This design comes from an exercise in tuning for small area, a short achievable clock period and few clock cycles per item on the open sky130 flow, not from production work.
No activity file was given, so power comes from the tool's default toggle rates.

==> job 2506 <==
## SystolicArrayAxiWrapper
module SystolicArrayAxiWrapper(
    input axi_clk,
    input axi_rst_n,
    input s_axis_valid,
    input [47:0] s_axis_data,
    output s_axis_ready,
    output m_axis_valid,
    output [143:0] m_axis_data,
    input m_axis_ready
);
clock: 6.5 ns
lec_check: 0
cap_margin: 20
core_margin: 2
core_utilization: 40
setup_slack_margin: 2.6
slew_margin: 20
run.sh (not shown) runs the stock make flow with config.mk's settings and CLKGATE_MAP_FILE= SYNTH_SCRIPT=/design/flow/synth_recipe.tcl, a recipe that flattens the netlist after the stock synthesis.
==> job 4783: changes against job 2506 <==
--- a/flow/design.v
+++ b/flow/design.v
@@ -6,15 +6,15 @@
     output s_axis_ready,
     output m_axis_valid,
     output [143:0] m_axis_data,
     input m_axis_ready
 );
 logic ovalid;    
 logic [15:0] acc [0:8];
-logic [0:0] cy [0:8];
+logic [1:0] cy [0:8];
 logic [1:0]  beat_in;   
 logic        v1;        
 logic        first, last;    
 logic [47:0] d;
 wire stall = first && ovalid && !m_axis_ready;
 wire go = v1 && !stall;
 assign s_axis_ready = !(v1 && stall);
@@ -61,31 +61,31 @@
     end
 endgenerate
 genvar i, jj;
 generate
     for (i = 0; i < 3; i++) begin : g_row
         for (jj = 0; jj < 3; jj++) begin : g_col
             wire [15:0] sum;
-            wire [0:0] cout;
+            wire [1:0] cout;
             wire [15:0] start = clr ? 16'h0100 : acc[3*i+jj];
-            Mac u_mac (.a(d[8*i +: 8]), .one(one[jj]), .two(two[jj]), .neg(neg[jj]), .act(gate), .acc(start), .cin(clr ? 1'd0 : cy[3*i+jj]), .cout(cout), .sum(sum));
+            Mac u_mac (.a(d[8*i +: 8]), .one(one[jj]), .two(two[jj]), .neg(neg[jj]), .act(gate), .acc(start), .cin(clr ? 2'd0 : cy[3*i+jj]), .cout(cout), .sum(sum));
             always_ff @(posedge axi_clk) if (go) cy[3*i+jj] <= cout;
             always_ff @(posedge axi_clk) if (go) acc[3*i+jj] <= sum;
-            assign m_axis_data[16*(3*i+jj) +: 16] = {acc[3*i+jj][15:7] + 9'(cy[3*i+jj]), acc[3*i+jj][6:0]};
+            assign m_axis_data[16*(3*i+jj) +: 16] = acc[3*i+jj] + {1'b0, 1'b0, 1'b0, cy[3*i+jj][1], 1'b0, 1'b0, 1'b0, 1'b0, cy[3*i+jj][0], 1'b0, 1'b0, 1'b0, 1'b0, 1'b0, 1'b0, 1'b0};
         end
     end
 endgenerate
 endmodule
 module Mac(
     input [7:0] a,
     input [3:0] one, two, neg,
     input act,
     input [15:0] acc,
-    input [0:0] cin,
-    output [0:0] cout,
+    input [1:0] cin,
+    output [1:0] cout,
     output [15:0] sum
 );
     wire p0 = (one[0] & a[0]) ^ neg[0];
     wire p1 = ((one[0] & a[1]) | (two[0] & a[0])) ^ neg[0];
     wire p2 = ((one[0] & a[2]) | (two[0] & a[1])) ^ neg[0];
     wire p3 = ((one[0] & a[3]) | (two[0] & a[2])) ^ neg[0];
     wire p4 = ((one[0] & a[4]) | (two[0] & a[3])) ^ neg[0];
@@ -146,16 +146,16 @@
     wire c59 = (acc[8] & p16) | (acc[8] & p24) | (p16 & p24);
     wire s60 = acc[9] ^ p17 ^ p25;
     wire c61 = (acc[9] & p17) | (acc[9] & p25) | (p17 & p25);
     wire s62 = acc[10] ^ p19 ^ p26;
     wire c63 = (acc[10] & p19) | (acc[10] & p26) | (p19 & p26);
     wire s64 = acc[11] ^ p27 ^ p35;
     wire c65 = (acc[11] & p27) | (acc[11] & p35) | (p27 & p35);
-    wire s66 = acc[12] ^ p29 ^ p36;
-    wire c67 = (acc[12] & p29) | (acc[12] & p36) | (p29 & p36);
+    wire s66 = acc[12] ^ cin[1] ^ p29;
+    wire c67 = (acc[12] & cin[1]) | (acc[12] & p29) | (cin[1] & p29);
     wire s68 = acc[1] ^ p1 ^ c41;
     wire c69 = (acc[1] & p1) | (acc[1] & c41) | (p1 & c41);
     wire s70 = p20 ^ p4 ^ c45;
     wire c71 = (p20 & p4) | (p20 & c45) | (p4 & c45);
     wire s72 = p5 ^ c47 ^ s48;
     wire c73 = (p5 & c47) | (p5 & s48) | (c47 & s48);
     wire s74 = c49 ^ s50 ^ s52;
@@ -164,40 +164,41 @@
     wire c77 = (c51 & c53) | (c51 & s54) | (c53 & s54);
     wire s78 = p32 ^ p9 ^ c55;
     wire c79 = (p32 & p9) | (p32 & c55) | (p9 & c55);
     wire s80 = p33 ^ c59 ^ s60;
     wire c81 = (p33 & c59) | (p33 & s60) | (c59 & s60);
     wire s82 = p34 ^ c61 ^ s62;
     wire c83 = (p34 & c61) | (p34 & s62) | (c61 & s62);
-    wire s84 = acc[13] ^ p37 ^ c67;
-    wire c85 = (acc[13] & p37) | (acc[13] & c67) | (p37 & c67);
-    wire s86 = p2 ^ s42 ^ c69;
-    wire c87 = (p2 & s42) | (p2 & c69) | (s42 & c69);
-    wire s88 = s56 ^ c75 ^ s76;
-    wire c89 = (s56 & c75) | (s56 & s76) | (c75 & s76);
-    wire s90 = c57 ^ s58 ^ c77;
-    wire c91 = (c57 & s58) | (c57 & c77) | (s58 & c77);
-    wire s92 = c63 ^ s64 ^ c83;
-    wire c93 = (c63 & s64) | (c63 & c83) | (s64 & c83);
-    wire s94 = acc[14] ^ p39 ^ c85;
-    wire c95 = (acc[14] & p39) | (acc[14] & c85) | (p39 & c85);
-    wire s96 = c43 ^ s44 ^ c87;
-    wire c97 = (c43 & s44) | (c43 & c87) | (s44 & c87);
-    wire s98 = s78 ^ c89 ^ s90;
-    wire c99 = (s78 & c89) | (s78 & s90) | (c89 & s90);
-    wire s100 = c79 ^ s80 ^ c91;
-    wire c101 = (c79 & s80) | (c79 & c91) | (s80 & c91);
-    wire s102 = c65 ^ s66 ^ c93;
-    wire c103 = (c65 & s66) | (c65 & c93) | (s66 & c93);
-    wire s104 = s46 ^ s70 ^ c97;
-    wire c105 = (s46 & s70) | (s46 & c97) | (s70 & c97);
-    wire s106 = c81 ^ s82 ^ c101;
-    wire c107 = (c81 & s82) | (c81 & c101) | (s82 & c101);
+    wire s84 = p36 ^ c65 ^ s66;
+    wire c85 = (p36 & c65) | (p36 & s66) | (c65 & s66);
+    wire s86 = acc[13] ^ p37 ^ c67;
+    wire c87 = (acc[13] & p37) | (acc[13] & c67) | (p37 & c67);
+    wire s88 = p2 ^ s42 ^ c69;
+    wire c89 = (p2 & s42) | (p2 & c69) | (s42 & c69);
+    wire s90 = s56 ^ c75 ^ s76;
+    wire c91 = (s56 & c75) | (s56 & s76) | (c75 & s76);
+    wire s92 = c57 ^ s58 ^ c77;
+    wire c93 = (c57 & s58) | (c57 & c77) | (s58 & c77);
+    wire s94 = c63 ^ s64 ^ c83;
+    wire c95 = (c63 & s64) | (c63 & c83) | (s64 & c83);
+    wire s96 = acc[14] ^ p39 ^ c87;
+    wire c97 = (acc[14] & p39) | (acc[14] & c87) | (p39 & c87);
+    wire s98 = c43 ^ s44 ^ c89;
+    wire c99 = (c43 & s44) | (c43 & c89) | (s44 & c89);
+    wire s100 = s78 ^ c91 ^ s92;
+    wire c101 = (s78 & c91) | (s78 & s92) | (c91 & s92);
+    wire s102 = c79 ^ s80 ^ c93;
+    wire c103 = (c79 & s80) | (c79 & c93) | (s80 & c93);
+    wire s104 = s46 ^ s70 ^ c99;
+    wire c105 = (s46 & s70) | (s46 & c99) | (s70 & c99);
+    wire s106 = c81 ^ s82 ^ c103;
+    wire c107 = (c81 & s82) | (c81 & c103) | (s82 & c103);
     wire s108 = c71 ^ s72 ^ c105;
     wire c109 = (c71 & s72) | (c71 & c105) | (s72 & c105);
     wire s110 = c73 ^ s74 ^ c109;
     wire c111 = (c73 & s74) | (c73 & c109) | (s74 & c109);
-    wire [15:0] rx = {acc[15], s94, s84, s102, s92, s106, c99, s98, s88, s110, s108, s104, s96, s86, s68, s40};
-    wire [15:0] ry = {c95, 1'b0, c103, 1'b0, c107, 1'b0, s100, 1'b0, c111, 1'b0, 1'b0, 1'b0, 1'b0, 1'b0, 1'b0, 1'b0};
+    wire [15:0] rx = {acc[15], s96, c85, s84, s94, s106, c101, s100, s90, s110, s108, s104, s98, s88, s68, s40};
+    wire [15:0] ry = {c97, 1'b0, s86, c95, c107, 1'b0, s102, 1'b0, c111, 1'b0, 1'b0, 1'b0, 1'b0, 1'b0, 1'b0, 1'b0};
     assign {cout[0], sum[6:0]} = rx[6:0] + ry[6:0];
-    assign sum[15:7] = rx[15:7] + ry[15:7];
+    assign {cout[1], sum[11:7]} = rx[11:7] + ry[11:7];
+    assign sum[15:12] = rx[15:12] + ry[15:12];
 endmodule
==> results.txt <==
Met1 routed wirelength after detailed routing: job 2506 29200 um; job 4783 30300 um
Pre-antenna DRT Iters: job 2506 5; job 4783 7
Routability Congestion: job 2506 0.839; job 4783 0.829
Power in sequential cells: job 2506 2.84 mW; job 4783 2.91 mW
Cell count after synthesis: job 2506 2048; job 4783 2207
Cell total after placement: job 2506 2893; job 4783 2974
Starting density of the core: job 2506 40.3%; job 4783 40.6%
Post-detail-place hpwl: job 2506 43800 um; job 4783 45900 um
Hold Path Sink: job 2506 beat_in[1]; job 4783 beat_in[0]
Worst reg-to-reg path cell count: job 2506 22; job 4783 19
Minimum hold slack: job 2506 498 ps; job 4783 500 ps
Post-layout minimum cycle time: job 2506 4260 ps; job 4783 3980 ps
Setup WS post-layout: job 2506 2240 ps; job 4783 2520 ps
Combined buffer and inverter count along the critical path: job 2506 8; job 4783 6
Synthesized flop and latch total: job 2506 210; job 4783 219
Std cell rows: job 2506 87; job 4783 89
Drt wl/cell: job 2506 23.1 um; job 4783 22.6 um
Number of clock sinks: job 2506 210; job 4783 219
Total power of the final layout: job 2506 15.0 mW; job 4783 13.6 mW
Sequential cell area in the final layout: job 2506 0.00627 mm2; job 4783 0.00654 mm2
Multi-input combinational area share: job 2506 52.4%; job 4783 52.8%
Fin cells: job 2506 3195; job 4783 3198
Final net count: job 2506 2821; job 4783 2842
Post-synth EDFFs: job 2506 206; job 4783 215
Worst Setup Slack post-DPL: job 2506 1680 ps; job 4783 1800 ps
Multi-input combinational cell count: job 2506 1400; job 4783 1405
Outcome: job 2506 complete, no violations; job 4783 complete, no violations
Function was not checked in any run of this note: the RTL went through the layout flow alone.

static timing again, ports no longer ideal:
No port has a modelled driver above. Below, the same layouts with a new extraction and two added sets of constraints.
Step 1, drivers: a clkbuf_16 drives axi_clk and a buf_2 each remaining input, both assumed.
Step 2 times the ports against the registers' clock, not the clock port: input delays grow and output delays shrink by t, the midpoint of the rising clock arrivals with the driver on.
Three values: no drivers, after step 1, after step 2; two values: the first two.
run	t (ns)	setup WS [ns]	worst setup path after step 2
job 2506	0.649	2.241 / 2.241 / 2.241	register to register
job 4783	0.639	2.516 / 2.516 / 2.516	register to register
After both steps setup and hold are still met in every run listed.
